This is an optimization exercise on Yosys and OpenROAD, whose aim is small area, not a production implementation.
Function was checked by simulation only, so behaviour that the tests miss may differ from the original.
Power figures rest on the tool's default switching activity, not on a simulated workload.

==> build 16 <==
## caption_overlay
module caption_overlay (
    input  logic         clk,
    input  logic         rst_n,
    input  logic [14:0]  vid_rgb_in,
    input  logic         vid_de_in,
    input  logic         vid_vs_in,
    input  logic         vid_hs_in,
    input  logic [7:0]   vid_x,
    input  logic [7:0]   vid_y,
    input  logic         text_valid,
    input  logic [255:0] text_string,
    input  logic [4:0]   text_length,
    input  logic         cfg_enable,
    input  logic         cfg_mode,
    input  logic [14:0]  cfg_caption_color,
    input  logic [7:0]   cfg_caption_y,
    output logic [14:0]  vid_rgb_out,
    output logic         vid_de_out,
    output logic         vid_vs_out,
    output logic         vid_hs_out
);
    wire caption_en = cfg_enable & cfg_mode;
    logic box_d1, lit_d1;
    caption_renderer u_caption_renderer (
        .clk            (clk),
        .rst_n          (rst_n),
        .pixel_x        (vid_x),
        .pixel_y        (vid_y),
        .text_load      (text_valid & caption_en),
        .text_string    (text_string),
        .text_length    (text_length),
        .cfg_y_position (cfg_caption_y),
  ...
==> module caption_renderer, before the edit <==
module caption_renderer (
    input  logic         clk,
    input  logic         rst_n,
    input  logic [7:0]   pixel_x,
    input  logic [7:0]   pixel_y,
    input  logic         text_load,       
    input  logic [255:0] text_string,
    input  logic [4:0]   text_length,
    input  logic [7:0]   cfg_y_position,
    output logic         box_d1,          
    output logic         lit_d1           
);
    localparam CHARS = 18;
    function automatic logic [8:0] sub_ripple(input logic [7:0] a, input logic [7:0] b);
        logic borrow;
        borrow = 1'b0;
        for (int i = 0; i < 8; i++) begin
            sub_ripple[i] = a[i] ^ b[i] ^ borrow;
            borrow = (~a[i] & b[i]) | (~(a[i] ^ b[i]) & borrow);
        end
        sub_ripple[8] = borrow;
    endfunction
    logic [6:0] line_buffer [0:CHARS-1];
    logic [4:0] line_length;
    always_ff @(posedge clk or negedge rst_n) begin
        if (!rst_n)
            line_length <= 5'd0;
        else if (text_load)
            line_length <= (text_length[4] & (text_length[3] | text_length[2] |
                                              (text_length[1] & text_length[0])))
                           ? 5'd18 : text_length;    
    end
    always_ff @(posedge clk) begin
        if (text_load)
            for (int c = 0; c < CHARS; c++)
                line_buffer[c] <= text_string[254 - c*8 -: 7];
    end
    logic [8:0] y_off;
    assign y_off = sub_ripple(pixel_y, cfg_y_position);
    wire in_rows = ~y_off[8] & ~y_off[7] & ~y_off[6] & ~y_off[3] &
                   (~y_off[5] | (~y_off[4] & ~y_off[2]));
    wire [2:0] glyph_row = y_off[2:0];
    wire [2:0] start_q = {~(line_length[2] ^ (line_length[1] | line_length[0])),
                          line_length[1] ^ line_length[0], line_length[0]};    
    logic [8:0] rel;
    assign rel = sub_ripple({2'b0, pixel_x[7:2]}, {5'b0, start_q});
    wire [4:0] char_index = rel[5:1];
    logic [8:0] idx_cmp;
    assign idx_cmp = sub_ripple({3'b0, char_index}, {3'b0, line_length});
    wire in_x = ~rel[8] & idx_cmp[8];
    wire in_box = in_rows & in_x;
    logic [6:0] cur_char;
    always_comb begin
        if (!in_box)
            cur_char = 7'd0;
        else if (char_index[4])
            cur_char = char_index[0] ? line_buffer[17] : line_buffer[16];
        else
            cur_char = line_buffer[char_index[3:0]];
    end
    logic [6:0] char_d1;
    logic       glyph_pixel;
    font_rom u_font_rom (
        .code  (char_d1),
        .row   (glyph_row),
        .col   (pixel_x[2:0]),
        .pixel (glyph_pixel)
    );
    always_ff @(posedge clk) begin
        char_d1 <= cur_char;
        box_d1  <= in_box;
        lit_d1  <= in_box & glyph_pixel;
    end
endmodule
==> flow/config.mk <==
export PLATFORM = sky130hd
export DESIGN_NAME = caption_overlay
export DESIGN_NICKNAME = caption_overlay
export VERILOG_FILES = /design/flow/design.v
export SDC_FILE = /design/flow/constraint.sdc
export NUM_CORES = 4
export LEC_CHECK = 0
export ABC_AREA = 1
export CAP_MARGIN = 20
export CORE_MARGIN = 2
export CORE_UTILIZATION = 40
export GPL_TIMING_DRIVEN = 0
export SLEW_MARGIN = 20
export SYNTH_MEMORY_MAX_BITS = 16384
==> flow/constraint.sdc <==
create_clock -name core_clock -period 10.0 [get_ports {clk}]
set_input_delay 2.0000 -clock core_clock [delete_from_list [all_inputs] [get_ports {clk}]]
set_output_delay 2.0000 -clock core_clock [all_outputs]
set_load 0.01 [all_outputs]
standard.sh (not shown) runs the stock make flow with config.mk's settings and CLKGATE_MAP_FILE= SYNTH_SCRIPT=/design/flow/synth_recipe.tcl, a recipe that flattens the netlist after the stock synthesis.
==> flow/flow/run.sh <==
#!/bin/bash
# Own layout flow: the standard ORFS flow (standard.sh) with
#  - synthesis: the standard synthesis script, with an area-oriented ABC
#    mapping script (flow/abc_min_area.script);
#  - port buffers: buf_1 cells (every input and output port still gets one);
#  - CTS: clkbuf_4 clock buffers in clusters of at most 8 sinks, no dummy
#    loads.
# Each tool's output is logged under orfs/logs (ORFS) and in flow_make.log.
set -euo pipefail
W=$(pwd)
export FLOW_WORK=$W
export FLOW_ABC_SCRIPT=$W/flow/abc_min_area.script
bash "$W/standard.sh" \
  SYNTH_SCRIPT="$W/flow/synth_area.tcl" \
  BUFFER_PORTS_ARGS="-buffer_cell sky130_fd_sc_hd__buf_1" \
  CTS_ARGS="-sink_clustering_enable -repair_clock_nets -dont_use_dummy_load -buf_list {sky130_fd_sc_hd__clkbuf_4} -sink_clustering_size 8 -sink_clustering_max_diameter 50" \
  finish > "$W/flow_make.log" 2>&1
==> flow/flow/abc_min_area.script <==
strash
dch
amap
mfs2
strash
dch
amap
mfs2
strash
dch
amap
topo
stime -c
==> flow/flow/synth_area.tcl <==
# The standard synthesis (synth_recipe.tcl, which ORFS's synth.tcl runs
# under), with one change: the final ABC technology mapping uses an
# area-oriented script instead of ORFS's delay-oriented one. Registers are
# mapped before ABC runs, so they are those of the standard synthesis.
proc abc {args} {
  set i [lsearch -exact $args -script]
  if { $i >= 0 } {
    lset args [expr { $i + 1 }] $::env(FLOW_ABC_SCRIPT)
  }
  yosys abc {*}$args
}
source $::env(FLOW_WORK)/synth_recipe.tcl
==> trial 18: changes against build 16 <==
--- a/flow/design.v
+++ b/flow/design.v
@@ -691,5 +691,3 @@
     always_comb begin
-        if (!in_box)
-            cur_char = 7'd0;
-        else if (char_index[4])
+        if (char_index[4])
             cur_char = char_index[0] ? line_buffer[17] : line_buffer[16];
@@ -709,3 +707,3 @@
         box_d1  <= in_box;
-        lit_d1  <= in_box & glyph_pixel;
+        lit_d1  <= in_box & box_d1 & glyph_pixel;
     end
==> impl_results.md <==
- 1st-iter DRT viols: 706
- Syn Std Cell Area: 8920 um2
- Via count: 7,377
- P_int: 1.25 mW
- DP Area: 10,100 um2
- Max stage delay on crit path: 980 ps
- Layout cell share with drive strength beyond 1: 3.70%
- WL final: 29,500 um
- CP required: 10,570 ps
- Simple-gate share of the synthesized area: 11.1%
- Final GP Congestion: 0.990
- Hold WS: 324 ps
- Synth cell types: 51
- Layout clock area frac: about 2.2%
- Pre-antenna DRT Iters: 6
- Status: complete, no violations
- Sequential share of cell area: 54.3%
- Area of the multi-input gates: 3020 um2
(the above is from build 16)
==> impl_results.md <==
- WL final: 29,700 um
- Layout clock area frac: 2.25%
- Status: complete, no violations
- Final GP Congestion: a little over 1
- Via count: 7,340
- P_int: around 1.4 mW
- DP Area: 10,100 um2
- Largest net degree at the start of global routing: just under 70
- Simple-gate share of the synthesized area: 10.3%
- Area contributors post-synth: edfxtp_1 43%, dfxtp_1 14%, dfrtp_1 7.0%, nor2_1 4.2%, clkinv_1 3.7%
- Pre-antenna DRT Iters: 5
- Sequential share of cell area: 54.2%
- Syn Std Cell Area: 8900 um2
- Most frequent cells in the layout: 209 x buf_1, 126 x edfxtp_1, 99 x nor2_1
- Hold WS: 320 ps
- Synth cell types: 46
(the above is from trial 18)

port drivers added, routing unchanged:
The results above use ideal ports. As a check the final layouts listed here were re-extracted and re-timed, cells and wires unchanged. Step 1, drivers: a clkbuf_16 drives clk and a buf_2 each remaining input, both assumed. Step 2, shift: input delay + t, output delay - t, t = (earliest + latest rising clock arrival at the registers) / 2. This alone moves slack from input paths to output paths. Three values: ideal ports, drivers, drivers and shift; two values: the first two.
| run | t, ns | slack for setup (ns) | worst register clock-pin slew, ns | pins driven straight from the clock port |
|---|---|---|---|---|
| build 16 | 0.665 | 1.626 / 1.641 / 0.976 | 0.10 / 0.10 | 1 |
| trial 18 | 0.647 | 1.994 / 2.012 / 1.364 | 0.09 / 0.09 | 1 |
After both steps every run listed still meets setup and hold. For build 16, which loses most, drivers alone change the setup slack by +0.015 ns; drivers and shift together by -0.650 ns.
